Background: an optimization exercise with open tools, aiming at small area, a short achievable clock period and few clock cycles per item. Do not read the settings as production practice.
RTL that was checked went through simulation tests only; none was proved equivalent to the original.
For runs 1 to 4, only the layout was checked, not whether the RTL still works.
Power is estimated from default activity; no workload was simulated.

### design/flow/constraint.sdc
create_clock -name core_clock -period 4.5 [get_ports {clock}]
set_input_delay 0.9000 -clock core_clock [delete_from_list [all_inputs] [get_ports {clock}]]
set_output_delay 0.9000 -clock core_clock [all_outputs]
set_load 0.01 [all_outputs]
### design/flow/design.v
module cmpsub #(parameter W=32) (input [W-1:0] a, input [W-1:0] b, output [W-1:0] d, output c);
wire [W-1:0] p = a ^ ~b;
wire [W-1:0] g0 = a & ~b;
wire G_0_0 = g0[0] | p[0];
wire ng1 = g0[1] | (p[1] & G_0_0);
wire ng2 = g0[3] | (p[3] & g0[2]);
wire np2 = p[3] & p[2];
wire ng3 = g0[5] | (p[5] & g0[4]);
wire np3 = p[5] & p[4];
wire ng4 = g0[7] | (p[7] & g0[6]);
wire np4 = p[7] & p[6];
wire ng5 = g0[9] | (p[9] & g0[8]);
wire np5 = p[9] & p[8];
wire ng6 = g0[11] | (p[11] & g0[10]);
wire np6 = p[11] & p[10];
wire ng7 = g0[13] | (p[13] & g0[12]);
wire np7 = p[13] & p[12];
wire ng8 = g0[15] | (p[15] & g0[14]);
wire np8 = p[15] & p[14];
wire ng9 = g0[17] | (p[17] & g0[16]);
wire np9 = p[17] & p[16];
wire ng10 = g0[19] | (p[19] & g0[18]);
wire np10 = p[19] & p[18];
wire ng11 = g0[21] | (p[21] & g0[20]);
wire np11 = p[21] & p[20];
wire ng12 = g0[23] | (p[23] & g0[22]);
wire np12 = p[23] & p[22];
wire ng13 = g0[25] | (p[25] & g0[24]);
wire np13 = p[25] & p[24];
wire ng14 = g0[27] | (p[27] & g0[26]);
wire np14 = p[27] & p[26];
wire ng15 = g0[29] | (p[29] & g0[28]);
wire np15 = p[29] & p[28];
wire ng16 = g0[31] | (p[31] & g0[30]);
wire np16 = p[31] & p[30];
wire ng17 = ng2 | (np2 & ng1);
wire ng18 = ng4 | (np4 & ng3);
wire np18 = np4 & np3;
wire ng19 = ng6 | (np6 & ng5);
wire np19 = np6 & np5;
wire ng20 = ng8 | (np8 & ng7);
wire np20 = np8 & np7;
wire ng21 = ng10 | (np10 & ng9);
wire np21 = np10 & np9;
wire ng22 = ng12 | (np12 & ng11);
wire np22 = np12 & np11;
wire ng23 = ng14 | (np14 & ng13);
wire np23 = np14 & np13;
wire ng24 = ng16 | (np16 & ng15);
wire np24 = np16 & np15;
wire ng25 = ng18 | (np18 & ng17);
wire ng26 = ng20 | (np20 & ng19);
wire np26 = np20 & np19;
wire ng27 = ng22 | (np22 & ng21);
wire np27 = np22 & np21;
wire ng28 = ng24 | (np24 & ng23);
wire np28 = np24 & np23;
wire ng29 = ng26 | (np26 & ng25);
wire ng30 = ng28 | (np28 & ng27);
wire np30 = np28 & np27;
wire ng31 = ng30 | (np30 & ng29);
wire ng32 = ng27 | (np27 & ng29);
wire ng33 = ng19 | (np19 & ng25);
wire ng34 = ng21 | (np21 & ng29);
wire ng35 = ng23 | (np23 & ng32);
wire ng36 = ng3 | (np3 & ng17);
wire ng37 = ng5 | (np5 & ng25);
wire ng38 = ng7 | (np7 & ng33);
wire ng39 = ng9 | (np9 & ng29);
wire ng40 = ng11 | (np11 & ng34);
wire ng41 = ng13 | (np13 & ng32);
wire ng42 = ng15 | (np15 & ng35);
wire ng43 = g0[2] | (p[2] & ng1);
wire ng44 = g0[4] | (p[4] & ng17);
wire ng45 = g0[6] | (p[6] & ng36);
wire ng46 = g0[8] | (p[8] & ng25);
wire ng47 = g0[10] | (p[10] & ng37);
wire ng48 = g0[12] | (p[12] & ng33);
wire ng49 = g0[14] | (p[14] & ng38);
wire ng50 = g0[16] | (p[16] & ng29);
wire ng51 = g0[18] | (p[18] & ng39);
wire ng52 = g0[20] | (p[20] & ng34);
wire ng53 = g0[22] | (p[22] & ng40);
wire ng54 = g0[24] | (p[24] & ng32);
wire ng55 = g0[26] | (p[26] & ng41);
wire ng56 = g0[28] | (p[28] & ng35);
wire ng57 = g0[30] | (p[30] & ng42);
assign d[0] = ~p[0];
assign d[1] = p[1] ^ G_0_0;
assign d[2] = p[2] ^ ng1;
assign d[3] = p[3] ^ ng43;
assign d[4] = p[4] ^ ng17;
assign d[5] = p[5] ^ ng44;
assign d[6] = p[6] ^ ng36;
assign d[7] = p[7] ^ ng45;
assign d[8] = p[8] ^ ng25;
assign d[9] = p[9] ^ ng46;
assign d[10] = p[10] ^ ng37;
assign d[11] = p[11] ^ ng47;
assign d[12] = p[12] ^ ng33;
assign d[13] = p[13] ^ ng48;
assign d[14] = p[14] ^ ng38;
assign d[15] = p[15] ^ ng49;
assign d[16] = p[16] ^ ng29;
assign d[17] = p[17] ^ ng50;
assign d[18] = p[18] ^ ng39;
assign d[19] = p[19] ^ ng51;
assign d[20] = p[20] ^ ng34;
assign d[21] = p[21] ^ ng52;
assign d[22] = p[22] ^ ng40;
assign d[23] = p[23] ^ ng53;
assign d[24] = p[24] ^ ng32;
assign d[25] = p[25] ^ ng54;
assign d[26] = p[26] ^ ng41;
assign d[27] = p[27] ^ ng55;
assign d[28] = p[28] ^ ng35;
assign d[29] = p[29] ^ ng56;
assign d[30] = p[30] ^ ng42;
assign d[31] = p[31] ^ ng57;
assign c = ng31;
endmodule
module vector_divider #(
    parameter RAM_SIZE = 10,
    parameter N = 5,
    parameter NBITS = 32
)(
    input clock,
    input reset,
    output [RAM_SIZE-1:0] Addr,
    output [NBITS-1:0] Wdata,
    input [NBITS-1:0] Rdata,
    input [RAM_SIZE-1:0] Ndata,
    output Wenable,
    input startvd,
    output reg busyvd
);
localparam RX = 4;            
localparam XW = 32 + RX;      
localparam [3:0] IDLE = 4'b1000,
                 P1   = 4'b1001,    
                 P2   = 4'b1010,    
                 E    = 4'b1011,    
                 C1   = 4'b0000,    
                 C2   = 4'b1100,    
                 W1   = 4'b1101,    
                 D1   = 4'b0100,    
                 W2   = 4'b0101;    
reg [3:0] state, nstate;
reg first;
reg [8:0] h;
reg [31:0] R, Q;
reg [XW-1:0] X;
reg [5:0] j;
wire [31:0] diff;
wire nb;
cmpsub #(.W(32)) u_sub (.a(R), .b(X[31:0]), .d(diff), .c(nb));
wire ge = nb & ~|X[XW-1:32];
wire ph1 = (state == D1) | (state == P1);
wire shl = ge & ~j[5];                  
wire [8:0] hd = h - 9'd1;
wire last = (h == 9'd0);                
wire done2 = (j == 6'd0);
wire alo = state[3];
wire we = state[2];
assign Addr = {we ? h : hd, alo};
assign Wdata = alo ? R : Q;
assign Wenable = we & ~first;
always @(*) begin
    nstate = state;
    case (state)
        IDLE: if (startvd) nstate = E;
        C1:   nstate = C2;
        C2:   nstate = D1;
        D1:   nstate = shl ? P1 : E;
        P1:   if (!shl) nstate = P2;
        P2:   if (done2) nstate = last ? W1 : C1;
        E:    nstate = last ? W1 : C1;
        W1:   nstate = W2;
        W2:   nstate = IDLE;
        default: nstate = IDLE;
    endcase
end
always @(posedge clock) begin
    if (reset) begin
        state <= IDLE;
        first <= 1'b0;
        busyvd <= 1'b0;
    end else begin
        state <= nstate;
        busyvd <= (nstate != IDLE);
        if (state == IDLE) begin
            h <= Ndata[8:0];
            first <= 1'b1;
        end
        if (state == D1) begin
            h <= hd;
            first <= 1'b0;
        end
    end
end
always @(posedge clock) begin
    if (state == C1)
        X <= {{RX-1{1'b0}}, Rdata, 1'b0};
    else if (ph1 && shl)
        X <= {X[XW-1-RX:0], {RX{1'b0}}};
    else
        X <= {1'b0, X[XW-1:1]};
    if (state == C2)
        R <= Rdata;
    else if (state == P2 && ge)
        R <= diff;
    if (state == D1)
        Q <= 32'd0;
    else if (state == P2)
        Q <= {Q[30:0], ge};
    if (state == C1)
        j <= 6'd1;
    else if (ph1 && shl)
        j <= j + RX;
    else
        j <= j - 6'd1;
end
endmodule
### design/flow/flow/run.sh
#!/bin/bash
cd "$(dirname "$0")/.."
export BUFFER_PORTS_ARGS="-buffer_cell sky130_fd_sc_hd__buf_1"
export CTS_ARGS="-sink_clustering_enable -repair_clock_nets -root_buf sky130_fd_sc_hd__clkbuf_8 -buf_list sky130_fd_sc_hd__clkbuf_4 -dont_use_dummy_load"
bash standard.sh > standard_run.log 2>&1
### design/flow/standard.sh
#!/bin/bash
# synth_recipe.tcl (not shown) runs the flow's synth.tcl, then flattens the netlist and writes it again
# the make line also repeats each setting of config.mk as NAME=value (left out here)
make -C /OpenROAD-flow-scripts/flow DESIGN_CONFIG=/design/flow/config.mk WORK_HOME=/design/flow/orfs CLKGATE_MAP_FILE= SYNTH_SCRIPT=/design/flow/synth_recipe.tcl "${@:-finish}"
### design/flow/config.mk
export PLATFORM = sky130hd
export DESIGN_NAME = vector_divider
export DESIGN_NICKNAME = vector_divider
export VERILOG_FILES = /design/flow/design.v
export SDC_FILE = /design/flow/constraint.sdc
export NUM_CORES = 4
export LEC_CHECK = 0
export CAP_MARGIN = 20
export CORE_MARGIN = 2
export CORE_UTILIZATION = 40
export CTS_BUF_LIST = sky130_fd_sc_hd__clkbuf_8
export SETUP_SLACK_MARGIN = 1.3
export SLEW_MARGIN = 20
==> results of run 1 <==
[placed cells by master (no fill, tap or decap), types with 6 or more instances in the layout]
master / synthesis / routed
a21o_1: 13 / 13
a21oi_1: 60 / 58
a221o_1: 27 / 27
buf_1: 2 / 84
buf_4: 1 / 23
clkbuf_4: 0 / 16
dfxtp_1: 80 / 79
edfxtp_1: 41 / 41
fa_1: 16 / 14
ha_1: 35 / 33
inv_1: 51 / 49
mux2_2: 32 / 32
nand2_1: 139 / 136
nor2_1: 29 / 27
nor3_1: 35 / 34
o21ai_0: 34 / 30
o31ai_1: 6 / 6
xnor2_1: 18 / 18
xor2_1: 16 / 16
[logic make-up after synthesis]
| logic type | count (synthesis) |
|---|---|
| buffers and inverters | 95 |
| xor gates and xnor gates | 34 |
| and+or+nand+nor | 244 |
| muxes | 33 |
| DFF | 121 |
| AOI/OAI and AO/OA | 169 |
| adders and majority gates | 51 |
[worst min-delay path: stages, from the launching register on]
cell and delay [ns]:
dfxtp_1 0.32, nand2_1 0.06, a21oi_1 0.05
[metrics by stage]
step,power (µW),area (µm²),instances,setup slack [ns]
global placement,5046,7401,1025,0.9913
finish,5873,7843,1061,1.339
floorplan,4368,6928,747,1.554
global route,6456,7843,1061,1.211
detailed placement,5101,7401,1025,0.9156
CTS,5826,7731,1052,1.291
[timing repair]
| item | CTS | global route |
|---|---|---|
| resized for setup | 17 | 20 |
| buffers inserted | 8 | 9 |
| hold buffers | 0 | 0 |
| pin swaps | 3 | 10 |
| gates cloned | 2 | 0 |
| setup endpoints to repair | 58 | 72 |
[sequential cells by signal, summed over array words and instances (netlist names)]
name / flops
state: 4
j: 6
Q: 32
busyvd: 1
h: 9
R: 32
X: 36
first: 1
[where the power goes]
group	internal [µW]	total, µW	leakage (µW)	switching [µW]
combinational	1510	3270	0.00188	1770
clock	185	536	0.0000808	351
sequential	1740	2060	0.00104	327
[layer usage]
| metal | share of wire | global-route usage | vias up |
|---|---|---|---|
| li1 | - | - | 2793 |
| met1 | 0.48 | 0.2605 | 2563 |
| met2 | 0.45 | 0.2884 | 130 |
| met3 | 0.056 | 0.04938 | 20 |
| met4 | 0.013 | 0.05556 | 2 |
| met5 | 0.00078 | 0 | - |
[Yosys cell counts, types with 2 or more instances]
| cell type | count | share of area |
|---|---|---|
| edfxtp_1 | 41 | 0.18 |
| or3_1 | 6 | 0.0054 |
| fa_1 | 16 | 0.046 |
| nand4b_1 | 2 | 0.0025 |
| xor2_1 | 16 | 0.020 |
| nand4_1 | 5 | 0.0045 |
| nor2_1 | 29 | 0.016 |
| o21ai_0 | 34 | 0.025 |
| a21o_1 | 13 | 0.014 |
| a221o_1 | 27 | 0.039 |
| a22o_1 | 5 | 0.0063 |
| nor3_1 | 35 | 0.025 |
| a21oi_1 | 60 | 0.043 |
| xnor2_1 | 18 | 0.023 |
| o21a_1 | 2 | 0.0022 |
| o21bai_1 | 3 | 0.0033 |
| o31ai_1 | 6 | 0.0065 |
| nand2b_1 | 5 | 0.0045 |
| nor2b_1 | 4 | 0.0036 |
| and2_1 | 5 | 0.0045 |
| mux2_2 | 32 | 0.052 |
| nand3_1 | 4 | 0.0029 |
| a21oi_2 | 2 | 0.0025 |
| ha_1 | 35 | 0.063 |
| o2111ai_1 | 3 | 0.0038 |
| a211o_1 | 2 | 0.0025 |
| clkbuf_1 | 33 | 0.018 |
| nand2_1 | 139 | 0.075 |
| inv_1 | 51 | 0.028 |
| nor4_1 | 4 | 0.0036 |
| buf_1 | 2 | 0.0011 |
| dfxtp_1 | 80 | 0.23 |
| buf_6 | 8 | 0.013 |
[worst paths after layout]
path,startpoint,endpoint,slack [ns]
setup reg to reg,R[0],R[30],1.39
setup / recovery,h[0],Addr[8],1.34
hold reg to reg,Q[6],Q[7],0.45
hold / removal,Q[6],Q[7],0.45
[final cells by class]
type / count / area (µm²)
sequential: 121 / 2834
inverter: 51 / 191.4
timing repair buffer: 114 / 574.3
multi-input combinational: 533 / 3827
tap: 225 / 281.5
clock buffer: 17 / 133.9
fill: 1713 / 9274
==> metrics.md, run 1 <==
| Metric | Value |
|---|---|
| Outcome | `no timing/DRC/antenna violations` |
| YS warnings | `1` |
| Worst-case reg-to-reg path depth | `13` |
| Std cell rows | `48` |
| Complex-gate fraction of the synthesized area | `0.1686` |
| Clock latency on the worst-skew pair | `around 0.42 ns` |
| Synth Flop Type | `dfxtp_1` |
| DIE AREA | `~18000 µm²` |
| Max Slew Vio Count | `0` |
| Drt first pass iters | `5` |
| HPWL after DPL | `11420 µm` |
| RSZ-0062 raised after global routing | `yes` |
| Hold slack | `roughly 0.45 ns` |
| Slew of the pin with the lowest slew margin | `between 1 and 1.5 ns` |
| Die Wd | `135.6 µm` |
| Kind of critical path | `flop to output port` |
| Post-synthesis cell count | `~750` |
| Crit path DAT | `2.26 ns` |
| Total of max-cap violations | `0` |
| Final core occ | `0.4582` |
| Post-Synth Adder-Cell Area | `0.1095` |
| DRT Wirelength | `about 17000 µm` |
| Starting Density | `0.4046` |
| Most Frequent Cell on Critical Path | `or3_4` |
| Overall routing resource usage | `0.1879` |
| N_diodes | `0` |
| Fin Clk Skew | `0.02528 ns` |
| DR WL/cell | `15.69 µm` |
| Post-Route Setup TNS | `0 ns` |
| Post-synthesis simple-gate area fraction | `0.1557` |
| Buf/Inv on CP | `2` |
| Clock Tree Root | `clkbuf_8` |
| Vias in the first global route | `about 5300` |
| Crit-path max cell delay | `~0.42 ns` |
| Largest net degree at the start of global routing | `70` |
| Layout cells sized above 1 | `0.1411` |
| Post-route DRC | `0` |
| Static Leak | `0.002997 µW` |
| Final period util | `0.7025` |
| Setup violators final | `0` |
| Final hold vios | `0` |
| H-tree levels | `4` |
| First-pass GRT wire length | `26990 µm` |
| Critical path endpoint category | `output port` |
| DRT iter0 DRCs | `approximately 340` |
| Cell Chain, Critical Path | `buf_4 -> or3_4 -> or3_4 -> nor4_4 -> xor2_1 -> buf_2` |
| CTS sink count | `about 120` |
| Post-synth ARST share | `0` |
| # nets final | `between 900 and 1000` |
| Num CTS Buffers | `17` |
| Netlist Area Pre-Place | `between 6000 and 7000 µm²` |
| Critical path depth | `6` |
| P per Cell Area | `between 700 and 800 nW/µm²` |
| CTS tree | `built` |
| Core area | `about 17000 µm²` |
| Placer congestion estimate | `0.8268` |
| Top Ports | `89` |
| CTS max path bufs | `2` |
| Final Critical Period | `between 3 and 4 ns` |
| Slowest cell on crit path | `edfxtp_1` |
| Final global-route overflow total | `0` |
| Antenna viol nets, final | `0` |
| Crit Path Max Fanout | `4` |
| Seq/Total Area, Yosys | `0.4090` |
| Peak VDD IR | `0.2977 mV` |
| Syn avg cell area | `between 9 and 10 µm²` |
| Top delay family on crit path | `simple AND/OR/NAND/NOR gates` |
| Initial antenna violation count | `1` |
| Hold Path Class | `flop to flop` |
| Maximum clock frequency | `about 320 MHz` |
| Hold Crit Depth | `2` |
| Critical Path RT | `roughly 3.6 ns` |
| Worst Setup Start Kind | `flop` |
| Post-synth EDFFs | `between 40 and 50` |
| Clk slew on worst S/H paths | `0.10 ns` |
| Multiplexer area fraction after synthesis | `0.05348` |
| Via density | `roughly 5.2` |
| Relative slew margins | `0.3102` |
| Area Overhead vs Synth | `13.24%` |
| IO Port Bufs | `87` |
| Die Y-Extent | `135.6 µm` |
| Largest family of logic cells by synthesized area | `compound AO/OA/AOI/OAI gates` |
| Vias after detailed routing | `5508` |
| Post-Synth XOR/XNOR Area | `0.04300` |
| Synthesized flop and latch total | `about 120` |
| Distinct cells, synth | `53` |
==> inputs of run 2 (changes only) <==
==> design/flow/flow/run.sh (replaced) <==
#!/bin/bash
cd "$(dirname "$0")/.."
export BUFFER_PORTS_ARGS="-buffer_cell sky130_fd_sc_hd__buf_1"
export CTS_ARGS="-sink_clustering_enable -repair_clock_nets -buf_list sky130_fd_sc_hd__clkbuf_8 -dont_use_dummy_load"
bash standard.sh > standard_run.log 2>&1
==> metrics.md, run 2 <==
| Metric | Value |
|---|---|
| Netlist Area Pre-Place | `6925 µm² (unchanged)` |
| H-tree levels | `4 (unchanged)` |
| Critical path endpoint category | `output port (unchanged)` |
| Synthesized flop and latch total | `121 (unchanged)` |
| Distinct cells, synth | `53 (unchanged)` |
| DIE AREA | `18380 µm² (unchanged)` |
| Post-Synth Adder-Cell Area | `0.1095 (unchanged)` |
| Antenna viol nets, final | `0 (unchanged)` |
| Top delay family on crit path | `simple AND/OR/NAND/NOR gates (unchanged)` |
| CTS hold repair buffers | `0 (unchanged)` |
| Post-synth ARST share | `0 (unchanged)` |
| Peak VDD IR | `0.3121 mV (was 0.2977 mV)` |
| CTS sink count | `121 (unchanged)` |
| Synth Flop Type | `dfxtp_1 (unchanged)` |
| Post-synthesis simple-gate area fraction | `0.1557 (unchanged)` |
| RSZ-0062 raised after global routing | `yes (unchanged)` |
| Fin Clk Skew | `0.01224 ns (was 0.02528 ns)` |
| Clock Tree Root | `clkbuf_8 (unchanged)` |
| Most frequent cells in the layout | `nand2_1 (136), buf_1 (84), dfxtp_1 (79) (unchanged)` |
| DRT iter0 DRCs | `299 (was 344)` |
| YS warnings | `1 (unchanged)` |
| Most frequent cell after synthesis | `nand2_1 (unchanged)` |
| Cell Chain, Critical Path | `buf_4 -> or3_4 -> or3_4 -> nor4_4 -> xor2_1 -> buf_2 (unchanged)` |
| Crit path DAT | `2.27 ns (was 2.26 ns)` |
| Register with the most flip-flops | `X (unchanged)` |
| Most common cell after layout, fill and taps aside | `nand2_1 (unchanged)` |
| Starting Density | `0.4046 (unchanged)` |
| Worst R2R Setup Slack | `1.37 ns (was 1.39 ns)` |
| Post-synth top cells | `nand2_1 (139), dfxtp_1 (80), a21oi_1 (60), inv_1 (51), edfxtp_1 (41) (unchanged)` |
| Slowest cell on crit path | `edfxtp_1 (unchanged)` |
| Largest family of logic cells by synthesized area | `compound AO/OA/AOI/OAI gates (unchanged)` |
| Layout cells sized above 1 | `0.1401 (was 0.1411)` |
| Top Ports | `89 (unchanged)` |
| Final global-route overflow total | `0 (unchanged)` |
| Post-Route Setup TNS | `0 ns (unchanged)` |
| Post-route DRC | `0 (unchanged)` |
| Max Slew Vio Count | `0 (unchanged)` |
| Most Frequent Cell on Critical Path | `or3_4 (unchanged)` |
| Total of max-cap violations | `0 (unchanged)` |
| Final Instance Count excl. Fillers | `1060 (was 1061)` |
| Worst R2R Start | `R[0] (unchanged)` |
| Largest regs | `X (36), Q (32), R (32) (unchanged)` |
| Post-synthesis cell count | `747 (unchanged)` |
| CTS max path bufs | `2 (unchanged)` |
| Clk slew on worst S/H paths | `0.07 ns (was 0.10 ns)` |
| Critical path depth | `6 (unchanged)` |
| Complex-gate fraction of the synthesized area | `0.1686 (unchanged)` |
| Via density | `5.207 (was 5.191)` |
| Clock latency on the worst-skew pair | `0.44 ns (was 0.42 ns)` |
| Critical Path RT | `3.60 ns (about the same)` |
| Seq/Total Area, Yosys | `0.4090 (unchanged)` |
| N_diodes | `0 (unchanged)` |
| Post-Synth XOR/XNOR Area | `0.04300 (unchanged)` |
| Setup violators final | `0 (unchanged)` |
| Final Critical Period | `3.174 ns (was 3.161 ns)` |
| Crit Path Max Fanout | `4 (unchanged)` |
| Dpl cells | `1025 (unchanged)` |
| Kind of critical path | `flop to output port (unchanged)` |
| Relative slew margins | `0.3237 (was 0.3102)` |
| Hold Path End | `Q[7] (unchanged)` |
| Core area | `17120 µm² (unchanged)` |
| Vias after detailed routing | `5519 (was 5508)` |
| Tot Pwr | `6042 µW (was 5873 µW)` |
| Hold Path Class | `flop to flop (unchanged)` |
| Area Overhead vs Synth | `14.58% (was 13.24%)` |
| P per Cell Area | `761.5 nW/µm² (was 748.8 nW/µm²)` |
| Overall routing resource usage | `0.1890 (was 0.1879)` |
| R2R Path End | `R[30] (unchanged)` |
| Static Leak | `0.003034 µW (was 0.002997 µW)` |
| Multiplexer area fraction after synthesis | `0.05348 (unchanged)` |
| Die Wd | `135.6 µm (unchanged)` |
| IO Port Bufs | `87 (unchanged)` |
| Crit-path max cell delay | `0.41 ns (was 0.42 ns)` |
| Std cell rows | `48 (unchanged)` |
| DRT Wirelength | `16880 µm (was 16650 µm)` |
| Largest net degree at the start of global routing | `70 (unchanged)` |
| Yosys top cell area share | `0.2313 (unchanged)` |
| Worst Setup Start Kind | `flop (unchanged)` |
| Post-synth EDFFs | `41 (unchanged)` |
| Num CTS Buffers | `17 (unchanged)` |
| Slew of the pin with the lowest slew margin | `1.006 ns (was 1.033 ns)` |
| Top post-synthesis cells by area | `dfxtp_1 (23%), edfxtp_1 (18%), nand2_1 (7.5%) (unchanged)` |
| Hold wc startpoint | `Q[6] (unchanged)` |
| Drt first pass iters | `4 (was 5)` |
| Vias in the first global route | `5288 (was 5261)` |
| Worst-case reg-to-reg path depth | `13 (unchanged)` |
| Buf/Inv on CP | `2 (unchanged)` |
| Syn avg cell area | `9.271 µm² (unchanged)` |
| HPWL after DPL | `11420 µm (unchanged)` |
| Die Y-Extent | `135.6 µm (unchanged)` |
| Initial antenna violation count | `1 (unchanged)` |
| Final period util | `0.7054 (was 0.7025)` |
| DR WL/cell | `15.93 µm (was 15.69 µm)` |
| Outcome | `no timing/DRC/antenna violations (unchanged)` |
| Placer congestion estimate | `0.8268 (unchanged)` |
| Final hold vios | `0 (unchanged)` |
| Top cell type by total area after synthesis | `dfxtp_1 (unchanged)` |
| # nets final | `933 (was 934)` |
| Maximum clock frequency | `315.0 MHz (was 316.3 MHz)` |
| Max FFs per register | `36 (unchanged)` |
| CTS tree | `built (unchanged)` |
| First-pass GRT wire length | `27120 µm (was 26990 µm)` |
| Hold Crit Depth | `2 (unchanged)` |
==> run 2: cell counts after synthesis <==
Identical to the previous run, type by type.
==> run 2: kinds of logic after synthesis <==
family	count (synthesis)
AOI/OAI and AO/OA	169
xor gates and xnor gates	34
adders and majority gates	51
buffers and inverters	95
DFF	121
muxes	33
and+or+nand+nor	244
==> run 2: where the power goes <==
group / switching (µW) / internal [µW] / leakage, µW
Combinational: 1770 / 1500 / 0.00188
Clock: 373 / 331 / 0.000122
Sequential: 329 / 1740 / 0.00104
==> run 2: layout make-up <==
cell class	instances	area, µm²
fill	1699	9181
sequential	121	2834
timing repair buffer	113	566.8
tap	225	281.5
multi-input combinational	533	3827
clock buffer	17	234.0
inverter	51	191.4
==> run 2: timing repair <==
| item | in CTS | in global routing |
|---|---|---|
| endpoints found under the setup margin | 59 | 72 |
| buffers inserted | 8 | 8 |
| cloned | 2 | 0 |
| pin swaps | 3 | 10 |
| resized for setup | 17 | 20 |
==> run 2: per-layer routing <==
metal | vias to the layer above | wire length [µm] | global-route usage
met1 | 2596 | 8062 | 0.2612
met4 | 2 | 233 | 0.05266
li1 | 2783 | - | -
met2 | 115 | 7693 | 0.2946
met3 | 23 | 878 | 0.04714
met5 | - | 13 | 0
==> run 2: how the worst max path moves through the flow <==
stage	slack, ns	to	startpoint
floorplan	1.55	R[0]	R[0]
global placement	0.99	R[16]	R[0]
detailed placement	0.92	R[17]	R[0]
CTS	1.29	Addr[9]	h[0]
global route	1.21	Addr[9]	h[1]
finish	1.33	Addr[8]	h[0]
==> run 2: worst min-delay path, stage by stage, from the launching register on <==
cell and delay (ns):
dfxtp_1 0.31, nand2_1 0.06, a21oi_1 0.05
==> run 2: metrics by stage <==
step | hold slack [ns] | utilization | cell area (µm²) | setup WS, ns
CTS | 0.4551 | 0.4575 | 7831 | 1.286
global route | 0.4870 | 0.4636 | 7935 | 1.215
global placement | 0.4377 | 0.4324 | 7401 | 0.9913
finish | 0.4524 | 0.4636 | 7935 | 1.326
floorplan | 0.4263 | - | 6928 | 1.554
detailed placement | 0.4476 | 0.4324 | 7401 | 0.9156
==> inputs of run 3 (changes only) <==
--- a/design/flow/design.v
+++ b/design/flow/design.v
@@ -162,2 +162,5 @@
 wire done2 = (j == 6'd0);
+wire xld = (state == C1);
+wire xsl = ~xld & ph1 & shl;
+wire xsr = ~xld & ~(ph1 & shl);
 wire alo = state[3];
@@ -201,8 +204,5 @@
 always @(posedge clock) begin
-    if (state == C1)
-        X <= {{RX-1{1'b0}}, Rdata, 1'b0};
-    else if (ph1 && shl)
-        X <= {X[XW-1-RX:0], {RX{1'b0}}};
-    else
-        X <= {1'b0, X[XW-1:1]};
+    X <= ({XW{xld}} & {{RX-1{1'b0}}, Rdata, 1'b0})
+       | ({XW{xsl}} & {X[XW-1-RX:0], {RX{1'b0}}})
+       | ({XW{xsr}} & {1'b0, X[XW-1:1]});
     if (state == C2)
==> metrics.md, run 3 <==
| Metric | Value |
|---|---|
| Post-synth ARST share | `0 (unchanged)` |
| Drt first pass iters | `5 (was 4)` |
| Worst R2R Setup Slack | `1.29 ns (was 1.37 ns)` |
| N_diodes | `0 (unchanged)` |
| Crit-path max cell delay | `0.40 ns (was 0.41 ns)` |
| Clock latency on the worst-skew pair | `0.45 ns (was 0.44 ns)` |
| Fin Clk Skew | `0.01971 ns (was 0.01224 ns)` |
| Static Leak | `0.002963 µW (was 0.003034 µW)` |
| Synth Flop Type | `dfxtp_1 (unchanged)` |
| Post-synthesis cell count | `730 (was 747)` |
| Post-synth EDFFs | `41 (unchanged)` |
| Peak VDD IR | `0.2699 mV (was 0.3121 mV)` |
| Area Overhead vs Synth | `16.09% (was 14.58%)` |
| IO Port Bufs | `87 (unchanged)` |
| Slew of the pin with the lowest slew margin | `0.9269 ns (was 1.006 ns)` |
| FILL cells | `1621 (was 1699)` |
| Std cell rows | `47 (was 48)` |
| Final hold vios | `0 (unchanged)` |
| Final global-route overflow total | `0 (unchanged)` |
| Most common cell after layout, fill and taps aside | `nand2_1 (unchanged)` |
| Synthesized flop and latch total | `121 (unchanged)` |
| Max Slew Vio Count | `0 (unchanged)` |
| Post-synth top cells | `nand2_1 (112), dfxtp_1 (80), inv_1 (55), a21oi_1 (51), mux2_2 (43) (was nand2_1 (139), dfxtp_1 (80), a21oi_1 (60), inv_1 (51), edfxtp_1 (41))` |
| Distinct cells, synth | `51 (was 53)` |
| Post-Route Setup TNS | `0 ns (unchanged)` |
| Clk slew on worst S/H paths | `0.07 ns (about the same)` |
| Die Wd | `135.2 µm (was 135.6 µm)` |
| Post-route DRC | `0 (unchanged)` |
| Crit Path Max Fanout | `3 (was 4)` |
| Setup violators final | `0 (unchanged)` |
| Maximum clock frequency | `311.6 MHz (was 315.0 MHz)` |
| Core area | `16700 µm² (was 17120 µm²)` |
| DRT iter0 DRCs | `325 (was 299)` |
| Outcome | `no timing/DRC/antenna violations (unchanged)` |
| # nets final | `913 (was 933)` |
| HPWL after DPL | `11600 µm (was 11420 µm)` |
| CTS tree | `built (unchanged)` |
| Top cell type by total area after synthesis | `dfxtp_1 (unchanged)` |
| Vias after detailed routing | `5452 (was 5519)` |
| Vias in the first global route | `5230 (was 5288)` |
| Placer congestion estimate | `0.8115 (was 0.8268)` |
| CTS max path bufs | `2 (unchanged)` |
| P per Cell Area | `717.4 nW/µm² (was 761.5 nW/µm²)` |
| Netlist Area Pre-Place | `6889 µm² (was 6925 µm²)` |
| Slowest cell on crit path | `fa_1 (was edfxtp_1)` |
| Final core occ | `0.4789 (was 0.4636)` |
| DR WL/cell | `16.40 µm (was 15.93 µm)` |
| Via density | `5.268 (was 5.207)` |
| Antenna viol nets, final | `0 (unchanged)` |
| Overall routing resource usage | `0.1877 (was 0.1890)` |
| Final Instance Count excl. Fillers | `1035 (was 1060)` |
| Final period util | `0.7132 (was 0.7054)` |
| Pre-CTS setup slack | `0.9857 ns (was 0.9156 ns)` |
| Critical path endpoint category | `flop (was output port)` |
| H-tree levels | `4 (unchanged)` |
| DRT Wirelength | `16970 µm (was 16880 µm)` |
| Most Frequent Cell on Critical Path | `a21o_1 (was or3_4)` |
| Num CTS Buffers | `17 (unchanged)` |
| PnR worst setup slack | `1.291 ns (was 1.326 ns)` |
| Initial antenna violation count | `0 (was 1)` |
| Top Ports | `89 (unchanged)` |
| Crit path DAT | `3.42 ns (was 2.27 ns)` |
| Hold Path Class | `flop to flop (unchanged)` |
| Syn avg cell area | `9.437 µm² (was 9.271 µm²)` |
| RSZ-0062 raised after global routing | `yes (unchanged)` |
| Seq/Total Area, Yosys | `0.4112 (was 0.4090)` |
| Area taken by multi-input logic gates | `3830 µm² (was 3827 µm²)` |
| Die Y-Extent | `135.2 µm (was 135.6 µm)` |
| Most frequent cells in the layout | `nand2_1 (111), buf_1 (86), dfxtp_1 (79) (was nand2_1 (136), buf_1 (84), dfxtp_1 (79))` |
| First-pass GRT wire length | `26980 µm (was 27120 µm)` |
| Cell Chain, Critical Path | `inv_2 -> ha_4 -> fa_2 -> nor2b_4 -> o2111ai_4 -> a21o_1 -> a2111oi_4 -> or2_4 -> a21o_1 -> a21o_1 -> fa_1 -> mux2_4 (was buf_4 -> or3_4 -> or3_4 -> nor4_4 -> xor2_1 -> buf_2)` |
| Critical Path RT | `4.71 ns (was 3.60 ns)` |
| Dpl cells | `1001 (was 1025)` |
| Final Critical Period | `3.209 ns (was 3.174 ns)` |
| Most frequent cell after synthesis | `nand2_1 (unchanged)` |
| Top delay family on crit path | `compound AO/OA/AOI/OAI gates (was simple AND/OR/NAND/NOR gates)` |
| Starting Density | `0.4125 (was 0.4046)` |
| FF+latch area | `2834 µm² (unchanged)` |
| Layout cells sized above 1 | `0.1436 (was 0.1401)` |
| DIE AREA | `18290 µm² (was 18380 µm²)` |
| Top post-synthesis cells by area | `dfxtp_1 (23%), edfxtp_1 (18%), mux2_2 (7.0%) (was dfxtp_1 (23%), edfxtp_1 (18%), nand2_1 (7.5%))` |
| Yosys top cell area share | `0.2325 (was 0.2313)` |
| Max FFs per register | `36 (unchanged)` |
| Area after DPL | `7401 µm² (unchanged)` |
| Largest net degree at the start of global routing | `68 (was 70)` |
| Kind of critical path | `flop to flop (was flop to output port)` |
| Clock Tree Root | `clkbuf_8 (unchanged)` |
| Relative slew margins | `0.3812 (was 0.3237)` |
| Largest regs | `X (36), Q (32), R (32) (unchanged)` |
| YS warnings | `1 (unchanged)` |
| Register with the most flip-flops | `X (unchanged)` |
| Buf/Inv on CP | `1 (was 2)` |
| CTS sink count | `121 (unchanged)` |
| Worst Setup Start Kind | `flop (unchanged)` |
| Total of max-cap violations | `0 (unchanged)` |
| Final instance area | `7998 µm² (was 7935 µm²)` |
==> run 3: area by class of cell <==
| type | instances | area share |
|---|---|---|
| clock buffers | 17 | 0.02926 |
| inverters | 55 | 0.02581 |
| multi-input cells | 509 | 0.4789 |
| flip-flops and latches | 121 | 0.3543 |
| well taps | 220 | 0.03442 |
| repair buffers | 113 | 0.07728 |
==> run 3: final timing paths <==
| path | to | from | cells past startpoint |
|---|---|---|---|
| max reg2reg | R[30] | R[0] | 12 |
| min reg2reg | Q[28] | Q[27] | 2 |
| min | Q[28] | Q[27] | 2 |
| max | R[30] | R[0] | 12 |
==> run 3: timing repair <==
action / CTS / global route
pin swaps: 4 / 11
gates cloned: 1 / 2
gates resized for setup: 14 / 23
hold buffers: 0 / 0
endpoints found under the setup margin: 46 / 89
setup buffers: 3 / 11
==> run 3: stage by stage <==
step	total power, µW	hold slack, ns
final	5737	0.4558
after global routing	6251	0.4743
after CTS	5559	0.4599
after detailed placement	4698	0.4273
after global placement	4656	0.4382
after floorplan	4009	0.4178
==> run 3: cells by family after synthesis <==
logic type,share of synthesized area
AOI/OAI and AO/OA,0.1838
xor gates and xnor gates,0.04323
adders and majority gates,0.1101
buffers and inverters,0.05812
DFF,0.4112
muxes,0.07319
and+or+nand+nor,0.1204
==> run 3: power breakdown <==
part	switching, µW	total [µW]	internal, µW
clock network	377	708	331
registers	319	2010	1690
logic	1560	3020	1450
==> run 3: tightest hold or removal path: stages (launching register included) <==
cell	delay, ns
dfxtp_1	0.32
nand2_1	0.06
a21oi_1	0.05
==> run 3: routing by layer <==
layer  vias up  share of wire  GRT usage
met1      2610           0.49     0.2602
met3        21          0.030    0.03704
li1       2738              -          -
met4         0          0.015    0.06366
met5         -              0          0
met2        83           0.47     0.2944
==> inputs of run 4 (changes only) <==
--- a/design/flow/design.v
+++ b/design/flow/design.v
@@ -159,4 +159,4 @@
 wire shl = ge & ~j[5];                  
-wire [8:0] hd = h - 9'd1;
-wire last = (h == 9'd0);                
+wire [8:0] h1 = h + 9'd1;
+wire last = (h1 == Ndata[8:0]);         
 wire done2 = (j == 6'd0);
@@ -167,3 +167,3 @@
 wire we = state[2];
-assign Addr = {we ? h : hd, alo};
+assign Addr = {we ? h : h1, alo};
 assign Wdata = alo ? R : Q;
@@ -173,3 +173,3 @@
     case (state)
-        IDLE: if (startvd) nstate = E;
+        IDLE: if (startvd) nstate = C1;
         C1:   nstate = C2;
@@ -188,2 +188,3 @@
         state <= IDLE;
+        h <= 9'h1ff;
         first <= 1'b0;
@@ -193,10 +194,10 @@
         busyvd <= (nstate != IDLE);
-        if (state == IDLE) begin
-            h <= Ndata[8:0];
+        if (state == IDLE && startvd)
             first <= 1'b1;
-        end
         if (state == D1) begin
-            h <= hd;
+            h <= h1;
             first <= 1'b0;
         end
+        if (state == W2)
+            h <= 9'h1ff;
     end
--- a/design/flow/flow/run.sh
+++ b/design/flow/flow/run.sh
@@ -4,2 +4,3 @@
 export CTS_ARGS="-sink_clustering_enable -repair_clock_nets -buf_list sky130_fd_sc_hd__clkbuf_8 -dont_use_dummy_load"
+export REMOVE_ABC_BUFFERS=1
 bash standard.sh > standard_run.log 2>&1
==> metrics.md, run 4 <==
| Metric | Value |
|---|---|
| First-pass GRT wire length | `27430 µm (was 26980 µm)` |
| Synthesized flop and latch total | `121 (unchanged)` |
| Yosys top cell area share | `0.2553 (was 0.2325)` |
| DIE AREA | `18520 µm² (was 18290 µm²)` |
| Worst R2R Start | `R[0] (unchanged)` |
| Antenna viol nets, final | `0 (unchanged)` |
| Most frequent cells in the layout | `nand2_1 (113), dfxtp_1 (87), buf_1 (87) (was nand2_1 (111), buf_1 (86), dfxtp_1 (79))` |
| DRT iter0 DRCs | `288 (was 325)` |
| Clock Tree Root | `clkbuf_8 (unchanged)` |
| Std cell rows | `48 (was 47)` |
| Max Slew Vio Count | `0 (unchanged)` |
| Syn avg cell area | `9.147 µm² (was 9.437 µm²)` |
| Maximum clock frequency | `318.7 MHz (was 311.6 MHz)` |
| Area after DPL | `7463 µm² (was 7401 µm²)` |
| Relative slew margins | `0.4102 (was 0.3812)` |
| Crit-path max cell delay | `0.43 ns (was 0.40 ns)` |
| Top Ports | `89 (unchanged)` |
| N_diodes | `0 (unchanged)` |
| Largest regs | `X (36), Q (32), R (32) (unchanged)` |
| Clk slew on worst S/H paths | `0.07 ns (about the same)` |
| DR WL/cell | `15.80 µm (was 16.40 µm)` |
| Worst R2R Setup Slack | `1.36 ns (was 1.29 ns)` |
| Total of max-cap violations | `0 (unchanged)` |
| Hold Path Class | `flop to flop (unchanged)` |
| Peak VDD IR | `0.2622 mV (was 0.2699 mV)` |
| Final global-route overflow total | `0 (unchanged)` |
| P per Cell Area | `624.7 nW/µm² (was 717.4 nW/µm²)` |
| Hold Path End | `X[34] (was Q[28])` |
| Top cell type by total area after synthesis | `dfxtp_1 (unchanged)` |
| CTS tree | `built (unchanged)` |
| Vias in the first global route | `5380 (was 5230)` |
| Clock latency on the worst-skew pair | `0.44 ns (was 0.45 ns)` |
| Dpl cells | `1035 (was 1001)` |
| Crit Path Max Fanout | `4 (was 3)` |
| Synth Flop Type | `dfxtp_1 (unchanged)` |
| Register with the most flip-flops | `X (unchanged)` |
| Final Instance Count excl. Fillers | `1056 (was 1035)` |
| Final Critical Period | `3.138 ns (was 3.209 ns)` |
| Most common cell after layout, fill and taps aside | `nand2_1 (unchanged)` |
| Final hold vios | `0 (unchanged)` |
| Post-synthesis cell count | `763 (was 730)` |
| Die Y-Extent | `136.1 µm (was 135.2 µm)` |
| Critical path endpoint category | `flop (unchanged)` |
| Largest net degree at the start of global routing | `68 (unchanged)` |
| Post-Route Setup TNS | `0 ns (unchanged)` |
| Placer congestion estimate | `0.8026 (was 0.8115)` |
| Crit path DAT | `3.33 ns (was 3.42 ns)` |
| Final instance area | `7809 µm² (was 7998 µm²)` |
| Hold slack | `0.4511 ns (was 0.4558 ns)` |
| Post-route DRC | `0 (unchanged)` |
| Vias after detailed routing | `5622 (was 5452)` |
| IO Port Bufs | `87 (unchanged)` |
| Die Wd | `136.1 µm (was 135.2 µm)` |
| Drt first pass iters | `8 (was 5)` |
| # nets final | `929 (was 913)` |
| CTS max path bufs | `2 (unchanged)` |
| Netlist Area Pre-Place | `6979 µm² (was 6889 µm²)` |
| Max FFs per register | `36 (unchanged)` |
| RSZ-0062 raised after global routing | `yes (unchanged)` |
| HPWL after DPL | `12010 µm (was 11600 µm)` |
| Final period util | `0.6973 (was 0.7132)` |
| Cell Chain, Critical Path | `inv_1 -> ha_2 -> fa_2 -> nor2b_2 -> o2111ai_2 -> a31oi_2 -> or3_4 -> a31oi_4 -> o21bai_1 -> a21bo_1 -> fa_2 -> mux2_2 (was inv_2 -> ha_4 -> fa_2 -> nor2b_4 -> o2111ai_4 -> a21o_1 -> a2111oi_4 -> or2_4 -> a21o_1 -> a21o_1 -> fa_1 -> mux2_4)` |
| Fin Clk Skew | `0.02752 ns (was 0.01971 ns)` |
| Post-synth top cells | `nand2_1 (113), dfxtp_1 (89), a21oi_1 (53), inv_1 (51), mux2_2 (44) (was nand2_1 (112), dfxtp_1 (80), inv_1 (55), a21oi_1 (51), mux2_2 (43))` |
| DRT Wirelength | `16690 µm (was 16970 µm)` |
| Slew of the pin with the lowest slew margin | `0.8834 ns (was 0.9269 ns)` |
| R2R Path End | `R[26] (was R[30])` |
| Slowest cell on crit path | `or3_4 (was fa_1)` |
| Most frequent cell after synthesis | `nand2_1 (unchanged)` |
| Distinct cells, synth | `57 (was 51)` |
| YS warnings | `1 (unchanged)` |
| Starting Density | `0.4063 (was 0.4125)` |
| Buf/Inv on CP | `1 (unchanged)` |
| Initial antenna violation count | `0 (unchanged)` |
| Outcome | `no timing/DRC/antenna violations (unchanged)` |
| Post-synth ARST share | `0 (unchanged)` |
| Num CTS Buffers | `17 (unchanged)` |
| Top post-synthesis cells by area | `dfxtp_1 (26%), edfxtp_1 (14%), mux2_2 (7.1%) (was dfxtp_1 (23%), edfxtp_1 (18%), mux2_2 (7.0%))` |
| Worst-case reg-to-reg path depth | `12 (unchanged)` |
| Core area | `17180 µm² (was 16700 µm²)` |
| FILL cells | `1748 (was 1621)` |
| Hold Crit Depth | `2 (unchanged)` |
| CTS sink count | `121 (unchanged)` |
| Layout cells sized above 1 | `0.1119 (was 0.1436)` |
| Post-synth EDFFs | `32 (was 41)` |
| Setup violators final | `0 (unchanged)` |
| Top delay family on crit path | `compound AO/OA/AOI/OAI gates (unchanged)` |
| Worst Setup Start Kind | `flop (unchanged)` |
| Via density | `5.324 (was 5.268)` |
| Area Overhead vs Synth | `11.89% (was 16.09%)` |
| Static Leak | `0.002910 µW (was 0.002963 µW)` |
| Overall routing resource usage | `0.1898 (was 0.1877)` |
| Critical Path RT | `4.69 ns (was 4.71 ns)` |
| H-tree levels | `4 (unchanged)` |
| Tot Pwr | `4878 µW (was 5737 µW)` |
| Kind of critical path | `flop to flop (unchanged)` |
| Hold wc startpoint | `X[35] (was Q[27])` |
| Most Frequent Cell on Critical Path | `fa_2 (was a21o_1)` |
| CTS hold repair buffers | `0 (unchanged)` |
| Seq/Total Area, Yosys | `0.3930 (was 0.4112)` |
-- run 4: per-layer routing --
| metal | up-vias | global-route usage | share of wire |
|---|---|---|---|
| met5 | - | 0 | 0 |
| met4 | 0 | 0.04630 | 0.0087 |
| met3 | 13 | 0.05145 | 0.057 |
| met2 | 122 | 0.3012 | 0.46 |
| met1 | 2670 | 0.2572 | 0.48 |
| li1 | 2817 | - | - |
-- run 4: cell type report --
type	instances	area (µm²)	area share
sequential	121	2745	0.3515
inverter	51	191.4	0.02452
clock buffer	17	234.0	0.02996
multi-input combinational	543	3915	0.5014
tap	225	281.5	0.03605
timing repair buffer	99	441.7	0.05656
-- run 4: logic make-up (layout without fill, tap and decap cells) --
group / Yosys count / in the layout / synth area share
buf+inv: 99 / 167 / 0.05970
fa+ha+maj: 51 / 51 / 0.1086
compound gates: 193 / 193 / 0.1748
simple gates: 215 / 215 / 0.1423
flops: 121 / 121 / 0.3930
mux: 46 / 46 / 0.07386
xor+xnor: 38 / 38 / 0.04769
-- run 4: where the power goes --
group / total [µW] / switching [µW] / internal, µW / leakage (µW)
Clock: 698 / 367 / 331 / 0.000122
Sequential: 1770 / 233 / 1540 / 0.00102
Combinational: 2410 / 1300 / 1110 / 0.00176
Total: 4880 / 1900 / 2980 / 0.00291
-- run 4: timing repair --
item	CTS	global route
hold endpoints to repair	0	0
gates resized for setup	8	11
pin swaps	0	5
buffers inserted	0	4
endpoints found under the setup margin	31	51
-- run 4: how the worst max path moves through the flow --
| stage | start | end | slack, ns | cells past startpoint |
|---|---|---|---|---|
| global route | R[0] | R[26] | 1.24 | 12 |
| floorplan | state[3] | j[4] | -1.84 | 4 |
| finish | R[0] | R[26] | 1.36 | 12 |
| CTS | R[4] | R[26] | 1.28 | 10 |
| detailed placement | R[2] | R[26] | 0.94 | 10 |
| global placement | R[2] | R[26] | 0.94 | 10 |
-- run 4: tightest hold or removal path, delay by kind of cell (launching register included) --
family             cells  cell delay, ns
DFF                    1            0.32
AOI/OAI and AO/OA      1            0.06
and+or+nand+nor        1            0.04
-- run 4: metrics by stage --
stage	setup WS (ns)	util
after global placement	0.9443	0.4345
after detailed placement	0.9368	0.4345
after floorplan	-1.840	-
final	1.362	0.4546
after CTS	1.278	0.4505
after global routing	1.238	0.4546
==> inputs of run 5 (changes only) <==
--- a/design/flow/design.v
+++ b/design/flow/design.v
@@ -162,5 +162,2 @@
 wire done2 = (j == 6'd0);
-wire xld = (state == C1);
-wire xsl = ~xld & ph1 & shl;
-wire xsr = ~xld & ~(ph1 & shl);
 wire alo = state[3];
@@ -205,5 +202,8 @@
 always @(posedge clock) begin
-    X <= ({XW{xld}} & {{RX-1{1'b0}}, Rdata, 1'b0})
-       | ({XW{xsl}} & {X[XW-1-RX:0], {RX{1'b0}}})
-       | ({XW{xsr}} & {1'b0, X[XW-1:1]});
+    if (state == C1)
+        X <= {{RX-1{1'b0}}, Rdata, 1'b0};
+    else if (ph1 && shl)
+        X <= {X[XW-1-RX:0], {RX{1'b0}}};
+    else
+        X <= {1'b0, X[XW-1:1]};
     if (state == C2)
==> design/flow/flow/run.sh (replaced) <==
#!/bin/bash
cd "$(dirname "$0")/.."
export BUFFER_PORTS_ARGS="-buffer_cell sky130_fd_sc_hd__buf_1"
export CTS_ARGS="-sink_clustering_enable -repair_clock_nets -buf_list sky130_fd_sc_hd__clkbuf_8 -dont_use_dummy_load"
bash standard.sh > standard_run.log 2>&1
--- a/design/flow/config.mk
+++ b/design/flow/config.mk
@@ -10,4 +10,3 @@
 export CORE_UTILIZATION = 40
-export CTS_BUF_LIST = sky130_fd_sc_hd__clkbuf_8
-export SETUP_SLACK_MARGIN = 1.3
+export SETUP_SLACK_MARGIN = 1.5
 export SLEW_MARGIN = 20
==> metrics.md, run 5 <==
| Metric | Value |
|---|---|
| Syn avg cell area | `8.895 µm² (was 9.147 µm²)` |
| HPWL after DPL | `12220 µm (was 12010 µm)` |
| Critical Path RT | `4.68 ns (was 4.69 ns)` |
| Static Leak | `0.003116 µW (was 0.002910 µW)` |
| Critical path endpoint category | `flop (unchanged)` |
| Internal power | `2137 µW (was 2981 µW)` |
| Vias after detailed routing | `5793 (was 5622)` |
| Std cell rows | `48 (unchanged)` |
| Overall routing resource usage | `0.1917 (was 0.1898)` |
| Post-route DRC | `0 (unchanged)` |
| Drt first pass iters | `4 (was 8)` |
| Hold slack | `0.4421 ns (was 0.4511 ns)` |
| N_diodes | `0 (unchanged)` |
| Most frequent cell after synthesis | `nand2_1 (unchanged)` |
| Top delay family on crit path | `compound AO/OA/AOI/OAI gates (unchanged)` |
| Switching pwr | `1093 µW (was 1897 µW)` |
| Register with the most flip-flops | `X (unchanged)` |
| Crit path DAT | `3.24 ns (was 3.33 ns)` |
| Die Wd | `136.5 µm (was 136.1 µm)` |
| Yosys top cell area share | `0.2536 (was 0.2553)` |
| First-pass GRT wire length | `27770 µm (was 27430 µm)` |
| DRT Wirelength | `17210 µm (was 16690 µm)` |
| CTS max path bufs | `2 (unchanged)` |
| Most common cell after layout, fill and taps aside | `nand2_1 (unchanged)` |
| Peak VDD IR | `0.1710 mV (was 0.2622 mV)` |
| Crit-path max cell delay | `0.43 ns (about the same)` |
| Clk slew on worst S/H paths | `0.07 ns (about the same)` |
| H-tree levels | `4 (unchanged)` |
| Max Slew Vio Count | `0 (unchanged)` |
| Area after DPL | `7528 µm² (was 7463 µm²)` |
| Sequential share of power | `0.430 (was 0.363)` |
| Final hold vios | `0 (unchanged)` |
| Die Y-Extent | `136.5 µm (was 136.1 µm)` |
| Fin Clk Skew | `0.01956 ns (was 0.02752 ns)` |
| Clock share of power | `0.224 (was 0.143)` |
| Starting Density | `0.4077 (was 0.4063)` |
| Cell Chain, Critical Path | `inv_1 -> ha_2 -> fa_2 -> nand2b_4 -> a21o_1 -> a31o_4 -> o21ai_4 -> a31o_2 -> a21o_1 -> nand2_2 -> a31oi_2 -> fa_1 -> nand2_1 -> nand2_1 (was inv_1 -> ha_2 -> fa_2 -> nor2b_2 -> o2111ai_2 -> a31oi_2 -> or3_4 -> a31oi_4 -> o21bai_1 -> a21bo_1 -> fa_2 -> mux2_2)` |
| Hold Crit Depth | `2 (unchanged)` |
| Sw Ratio | `0.3384 (was 0.3889)` |
| Tot Pwr | `3230 µW (was 4878 µW)` |
| RSZ-0062 raised after global routing | `yes (unchanged)` |
| Relative slew margins | `0.3607 (was 0.4102)` |
| Slowest cell on crit path | `fa_1 (was or3_4)` |
| Netlist Area Pre-Place | `7027 µm² (was 6979 µm²)` |
| Worst Setup Start Kind | `flop (unchanged)` |
| Most frequent cells in the layout | `nand2_1 (147), dfxtp_1 (87), buf_1 (87) (was nand2_1 (113), dfxtp_1 (87), buf_1 (87))` |
| Initial antenna violation count | `1 (was 0)` |
| Post-synth EDFFs | `32 (unchanged)` |
| Setup violators final | `0 (unchanged)` |
| Clock latency on the worst-skew pair | `0.44 ns (about the same)` |
| Final global-route overflow total | `0 (unchanged)` |
| Worst-case reg-to-reg path depth | `14 (was 12)` |
| Max FFs per register | `36 (unchanged)` |
| Antenna viol nets, final | `0 (unchanged)` |
| Seq/Total Area, Yosys | `0.3903 (was 0.3930)` |
| Vias in the first global route | `5462 (was 5380)` |
| Placer congestion estimate | `0.8204 (was 0.8026)` |
| Final period util | `0.6811 (was 0.6973)` |
| Total of max-cap violations | `0 (unchanged)` |
| Maximum clock frequency | `326.2 MHz (was 318.7 MHz)` |
| Largest net degree at the start of global routing | `43 (was 68)` |
| Area Overhead vs Synth | `14.30% (was 11.89%)` |
| YS warnings | `1 (unchanged)` |
| Buf/Inv on CP | `1 (unchanged)` |
| Post-synth top cells | `nand2_1 (150), dfxtp_1 (89), a21oi_1 (62), inv_1 (46), nor3_1 (40) (was nand2_1 (113), dfxtp_1 (89), a21oi_1 (53), inv_1 (51), mux2_2 (44))` |
| Kind of critical path | `flop to flop (unchanged)` |
| Hold Path Class | `flop to flop (unchanged)` |
| Distinct cells, synth | `61 (was 57)` |
| DR WL/cell | `15.70 µm (was 15.80 µm)` |
| Layout cells sized above 1 | `0.1366 (was 0.1119)` |
| Slew of the pin with the lowest slew margin | `0.9590 ns (was 0.8834 ns)` |
| Crit Path Max Fanout | `3 (was 4)` |
| Post-synth ARST share | `0 (unchanged)` |
| Core area | `17240 µm² (was 17180 µm²)` |
| Gate power share | `0.346 (was 0.494)` |
| Via density | `5.286 (was 5.324)` |
| Pre-CTS setup slack | `1.105 ns (was 0.9368 ns)` |
| Critical path depth | `14 (was 12)` |
| Final Critical Period | `3.065 ns (was 3.138 ns)` |
| Post-Route Setup TNS | `0 ns (unchanged)` |
| Top post-synthesis cells by area | `dfxtp_1 (25%), edfxtp_1 (14%), nand2_1 (8.0%) (was dfxtp_1 (26%), edfxtp_1 (14%), mux2_2 (7.1%))` |
| Num CTS Buffers | `17 (unchanged)` |
| Outcome | `no timing/DRC/antenna violations (unchanged)` |
| DRT iter0 DRCs | `297 (was 288)` |
| CTS tree | `built (unchanged)` |
| PnR worst setup slack | `1.435 ns (was 1.362 ns)` |
| IO Port Bufs | `87 (unchanged)` |
| Post-synthesis cell count | `790 (was 763)` |
| CTS sink count | `121 (unchanged)` |
| P per Cell Area | `402.1 nW/µm² (was 624.7 nW/µm²)` |
| Synthesized flop and latch total | `121 (unchanged)` |
| Synth Flop Type | `dfxtp_1 (unchanged)` |
| Clock Tree Root | `clkbuf_8 (unchanged)` |
| Largest regs | `X (36), Q (32), R (32) (unchanged)` |
| Top Ports | `89 (unchanged)` |
| DIE AREA | `18640 µm² (was 18520 µm²)` |
| Final instance area | `8031 µm² (was 7809 µm²)` |
| Top cell type by total area after synthesis | `dfxtp_1 (unchanged)` |
| # nets final | `969 (was 929)` |
[run 5: cell count changes after synthesis, moves of 12 or more]
cell and delta:
nand2_1 +37, nor3_1 +31, a221o_1 +27, a22oi_1 -25
o31ai_1 -24, o21ai_0 -14, nor2_1 +12
[run 5: final cells by class]
type                    instances  area, µm²
repair buffers                114      545.5
fillers                      1709       9205
clock buffers                  17      234.0
flip-flops and latches        121       2748
multi-input cells             572       4046
well taps                     225      281.5
inverters                      47      176.4
[run 5: path summary, 6_finish.rpt]
| path | slack [ns] | end | startpoint |
|---|---|---|---|
| min reg2reg | 0.44 | X[5] | X[6] |
| max | 1.43 | R[22] | R[0] |
| min | 0.44 | X[5] | X[6] |
| max reg2reg | 1.43 | R[22] | R[0] |
[run 5: kinds of logic (layout without fill, tap and decap cells)]
| group | Yosys count | after routing | share of synthesized area |
|---|---|---|---|
| XOR/XNOR | 39 | 39 | 0.04861 |
| buffers and inverters | 97 | 178 | 0.05912 |
| AND/OR/NAND/NOR | 282 | 282 | 0.1820 |
| flip-flops | 121 | 121 | 0.3903 |
| adder cells (fa/ha/maj) | 51 | 51 | 0.1079 |
| AO/OA/AOI/OAI | 165 | 165 | 0.1562 |
| multiplexers | 35 | 35 | 0.05591 |
[run 5: power groups by stage]
stage,Combinational [µW],Sequential [µW],Clock [µW]
finish,1120,1390,722
global route,1280,1410,775
floorplan,816,1370,0
CTS,1090,1390,732
detailed placement,1010,1410,0
global placement,1000,1410,0
[run 5: worst min-delay path, delay by kind of cell, from the launching register on]
kind             cells  cell delay (ns)
DFF                  1             0.31
and+or+nand+nor      2             0.09
[run 5: repair_timing]
item                                    CTS  global route
pin swaps                                 6             3
resized for setup                        19            12
hold buffers                              0             0
endpoints found under the setup margin   75            43
setup buffers                             7             9
[run 5: metal layers]
metal | part of all wire | GRT usage | wire [µm]
met1 | 0.48 | 0.2619 | 8187
met2 | 0.46 | 0.3006 | 7936
met3 | 0.048 | 0.04296 | 822
met4 | 0.014 | 0.06308 | 246
met5 | 0.00093 | 0 | 16
[run 5: per-stage QoR]
step,instances,util
2_1_floorplan,790,-
3_3_place_gp,1063,0.4368
3_5_place_dp,1063,0.4368
4_1_cts,1087,0.4586
5_1_grt,1096,0.4660
6_report,1096,0.4660
Testbench counts of run 5, summed over its fixed seeds: cycles 7,930, items 700.
==> inputs of run 6 (changes only) <==
--- a/design/flow/config.mk
+++ b/design/flow/config.mk
@@ -10,3 +10,4 @@
 export CORE_UTILIZATION = 40
-export SETUP_SLACK_MARGIN = 1.5
+export PLACE_DENSITY = 0.8
+export SETUP_SLACK_MARGIN = 1.3
 export SLEW_MARGIN = 20
==> metrics.md, run 6 <==
| Metric | Value |
|---|---|
| DIE AREA | `18640 µm² (unchanged)` |
| Crit Path Max Fanout | `3 (unchanged)` |
| Clock share of power | `0.220 (was 0.224)` |
| Most common cell after layout, fill and taps aside | `nand2_1 (unchanged)` |
| Outcome | `no timing/DRC/antenna violations (unchanged)` |
| Std cell rows | `48 (unchanged)` |
| Final global-route overflow total | `0 (unchanged)` |
| Core area | `17240 µm² (unchanged)` |
| Gate power share | `0.342 (was 0.346)` |
| Sequential share of power | `0.438 (was 0.430)` |
| Post-route DRC | `0 (unchanged)` |
| Hold Path Class | `flop to flop (unchanged)` |
| Syn avg cell area | `8.895 µm² (unchanged)` |
| DRT iter0 DRCs | `437 (was 297)` |
| Critical Path RT | `4.68 ns (about the same)` |
| Slowest cell on crit path | `fa_2 (was fa_1)` |
| RSZ-0062 raised after global routing | `yes (unchanged)` |
| Final Critical Period | `3.111 ns (was 3.065 ns)` |
| Via density | `5.401 (was 5.286)` |
| Starting Density | `0.4077 (unchanged)` |
| Largest family of logic cells by synthesized area | `simple AND/OR/NAND/NOR gates (unchanged)` |
| Buf/Inv on CP | `1 (unchanged)` |
| Internal power | `2115 µW (was 2137 µW)` |
| # nets final | `959 (was 969)` |
| Relative slew margins | `0.3085 (was 0.3607)` |
| Top delay family on crit path | `compound AO/OA/AOI/OAI gates (unchanged)` |
| Clock Tree Root | `clkbuf_8 (unchanged)` |
| Slew of the pin with the lowest slew margin | `1.037 ns (was 0.9590 ns)` |
| Most frequent cells in the layout | `nand2_1 (149), dfxtp_1 (88), buf_1 (87) (was nand2_1 (147), dfxtp_1 (87), buf_1 (87))` |
| DRT Wirelength | `17110 µm (was 17210 µm)` |
| Die Y-Extent | `136.5 µm (unchanged)` |
| Area after DPL | `7498 µm² (was 7528 µm²)` |
| Total of max-cap violations | `0 (unchanged)` |
| Most frequent cell after synthesis | `nand2_1 (unchanged)` |
| First-pass GRT wire length | `28150 µm (was 27770 µm)` |
| CTS sink count | `121 (unchanged)` |
| Post-Synth Adder-Cell Area | `0.1079 (unchanged)` |
| Complex-gate fraction of the synthesized area | `0.1562 (unchanged)` |
| Post-Route Setup TNS | `0 ns (unchanged)` |
| Final period util | `0.6913 (was 0.6811)` |
| Vias after detailed routing | `5865 (was 5793)` |
| Synthesized flop and latch total | `121 (unchanged)` |
| Crit-path max cell delay | `0.36 ns (was 0.43 ns)` |
| N_diodes | `0 (unchanged)` |
| Synth Flop Type | `dfxtp_1 (unchanged)` |
| Clk slew on worst S/H paths | `0.07 ns (about the same)` |
| Crit path DAT | `3.29 ns (was 3.24 ns)` |
| Peak VDD IR | `0.2192 mV (was 0.1710 mV)` |
| Largest net degree at the start of global routing | `46 (was 43)` |
| Top Ports | `89 (unchanged)` |
| Max Slew Vio Count | `0 (unchanged)` |
| Clock latency on the worst-skew pair | `0.44 ns (about the same)` |
| CTS tree | `built (unchanged)` |
| Yosys top cell area share | `0.2536 (unchanged)` |
| Final hold vios | `0 (unchanged)` |
| Distinct cells, synth | `61 (unchanged)` |
| Overall routing resource usage | `0.1918 (was 0.1917)` |
| Num CTS Buffers | `17 (unchanged)` |
| Netlist Area Pre-Place | `7027 µm² (unchanged)` |
| Vias in the first global route | `5657 (was 5462)` |
| Fin Clk Skew | `0.02693 ns (was 0.01956 ns)` |
| Initial antenna violation count | `0 (was 1)` |
| Kind of critical path | `flop to flop (unchanged)` |
| Post-synth EDFFs | `32 (unchanged)` |
| Seq/Total Area, Yosys | `0.3903 (unchanged)` |
| Drt first pass iters | `5 (was 4)` |
| Register with the most flip-flops | `X (unchanged)` |
| HPWL after DPL | `12250 µm (was 12220 µm)` |
| Worst R2R Setup Slack | `1.39 ns (was 1.43 ns)` |
| Switching pwr | `1075 µW (was 1093 µW)` |
| Critical path endpoint category | `flop (unchanged)` |
| Sw Ratio | `0.3370 (was 0.3384)` |
| CTS max path bufs | `2 (unchanged)` |
| Layout cells sized above 1 | `0.1127 (was 0.1366)` |
| Post-Synth XOR/XNOR Area | `0.04861 (unchanged)` |
| Setup violators final | `0 (unchanged)` |
| P per Cell Area | `404.2 nW/µm² (was 402.1 nW/µm²)` |
| Placer congestion estimate | `0.8472 (was 0.8204)` |
| Post-synthesis simple-gate area fraction | `0.1820 (unchanged)` |
| Final instance area | `7893 µm² (was 8031 µm²)` |
| Largest regs | `X (36), Q (32), R (32) (unchanged)` |
| Top post-synthesis cells by area | `dfxtp_1 (25%), edfxtp_1 (14%), nand2_1 (8.0%) (unchanged)` |
| DR WL/cell | `15.75 µm (was 15.70 µm)` |
| YS warnings | `1 (unchanged)` |
| Die Wd | `136.5 µm (unchanged)` |
| Multiplexer area fraction after synthesis | `0.05591 (unchanged)` |
| Worst Setup Start Kind | `flop (unchanged)` |
| Area Overhead vs Synth | `12.32% (was 14.30%)` |
| Post-synthesis cell count | `790 (unchanged)` |
| Post-synth ARST share | `0 (unchanged)` |
| Static Leak | `0.003066 µW (was 0.003116 µW)` |
| IO Port Bufs | `87 (unchanged)` |
| Top cell type by total area after synthesis | `dfxtp_1 (unchanged)` |
| Antenna viol nets, final | `0 (unchanged)` |
| Post-synth top cells | `nand2_1 (150), dfxtp_1 (89), a21oi_1 (62), inv_1 (46), nor3_1 (40) (unchanged)` |
| Maximum clock frequency | `321.5 MHz (was 326.2 MHz)` |
| H-tree levels | `4 (unchanged)` |
| Cell Chain, Critical Path | `inv_1 -> ha_2 -> fa_2 -> nand2b_4 -> a21o_1 -> a31o_4 -> o21ai_4 -> a31o_2 -> a21o_1 -> nand2_2 -> and2_1 -> fa_2 -> xor2_1 -> a21oi_1 (was inv_1 -> ha_2 -> fa_2 -> nand2b_4 -> a21o_1 -> a31o_4 -> o21ai_4 -> a31o_2 -> a21o_1 -> nand2_2 -> a31oi_2 -> fa_1 -> nand2_1 -> nand2_1)` |
| Max FFs per register | `36 (unchanged)` |
run 6: cell counts after synthesis:
No cell type changed its count.
run 6: stage by stage:
step / util / instances / hold slack (ns) / setup slack (ns) / power (µW)
CTS: 0.4520 / 1081 / 0.4573 / 1.302 / 3149
global placement: 0.4350 / 1063 / 0.4284 / 0.9005 / 2375
finish: 0.4579 / 1086 / 0.4511 / 1.389 / 3190
floorplan: - / 790 / 0.4221 / 1.308 / 2178
global route: 0.4579 / 1086 / 0.4709 / 1.202 / 3415
detailed placement: 0.4350 / 1063 / 0.4496 / 0.8752 / 2418
run 6: final timing paths:
| check | depth (start not counted) | startpoint | endpoint |
|---|---|---|---|
| min | 2 | Q[24] | Q[25] |
| max reg2reg | 14 | R[0] | R[21] |
| min reg2reg | 2 | Q[24] | Q[25] |
| max | 14 | R[0] | R[21] |
run 6: layout make-up:
type                            instances  area (µm²)
Fill cell                            1667        9344
Multi-Input combinational cell        572        4000
Sequential cell                       121        2746
Timing Repair Buffer                  104       454.2
Tap cell                              225       281.5
Clock buffer                           17       234.0
Inverter                               47       176.4
run 6: kinds of logic after synthesis:
family / count (synthesis)
AO/OA/AOI/OAI: 165
XOR/XNOR: 39
AND/OR/NAND/NOR: 282
adder cells (fa/ha/maj): 51
buffers and inverters: 97
flip-flops: 121
multiplexers: 35
run 6: power groups by stage:
stage / registers, µW / logic [µW] / clock network, µW
final: 1400 / 1090 / 701
after global routing: 1420 / 1240 / 763
after CTS: 1400 / 1040 / 712
after detailed placement: 1420 / 999 / 0
after global placement: 1410 / 961 / 0
after floorplan: 1370 / 804 / 0
run 6: metal layers:
metal  global-route usage  part of all wire
met5                    0                 0
met1               0.2632              0.46
met4              0.05324             0.010
met3              0.04593             0.063
met2               0.3019              0.47
run 6: what timing repair did:
| action | 4_1_cts | 5_1_grt |
|---|---|---|
| setup buffers | 1 | 5 |
| hold buffers | 0 | 0 |
| endpoints found under the setup margin | 30 | 29 |
| cloned | 0 | 0 |
| gates resized for setup | 11 | 11 |
| pin swaps | 3 | 5 |
run 6: worst reg2reg max path, cell delays in order, from the launching register on:
cell      delay (ns)
edfxtp_1        0.35
inv_1           0.05
ha_2            0.18
fa_2            0.34
nand2b_4        0.15
a21o_1          0.17
a31o_4          0.24
o21ai_4         0.17
a31o_2          0.17
a21o_1          0.16
nand2_2         0.08
and2_1          0.17
fa_2            0.36
xor2_1          0.17
a21oi_1         0.09

-- re-timing with driven ports --
The flow's constraints put no driver on any port. The routed layouts listed below were extracted and timed again, unchanged, in two steps. Step 1 sets driving cells, clkbuf_16 on the clock port and buf_2 on the other inputs (assumed; they add their load-dependent delay and slew). Step 2, shift: input delay + t, output delay - t, t = (earliest + latest rising clock arrival at the registers) / 2. This alone moves slack from input paths to output paths. a / b / c = ideal ports / drivers / drivers and shift; a / b = the first two.
run	t, ns	setup WS [ns]	worst setup path after step 2	worst data-port slew with drivers (ns)
run 1	0.442	1.339 / 1.305 / 1.392	register to register	0.06
run 2	0.467	1.326 / 1.290 / 1.373	register to register	0.06
run 3	0.478	1.291 / 1.291 / 1.291	register to register	0.04
run 4	0.461	1.362 / 1.362 / 1.362	register to register	0.06
run 5	0.470	1.435 / 1.435 / 1.435	register to register	0.08
run 6	0.467	1.389 / 1.389 / 1.389	register to register	0.05
After both steps every run listed still meets setup and hold.
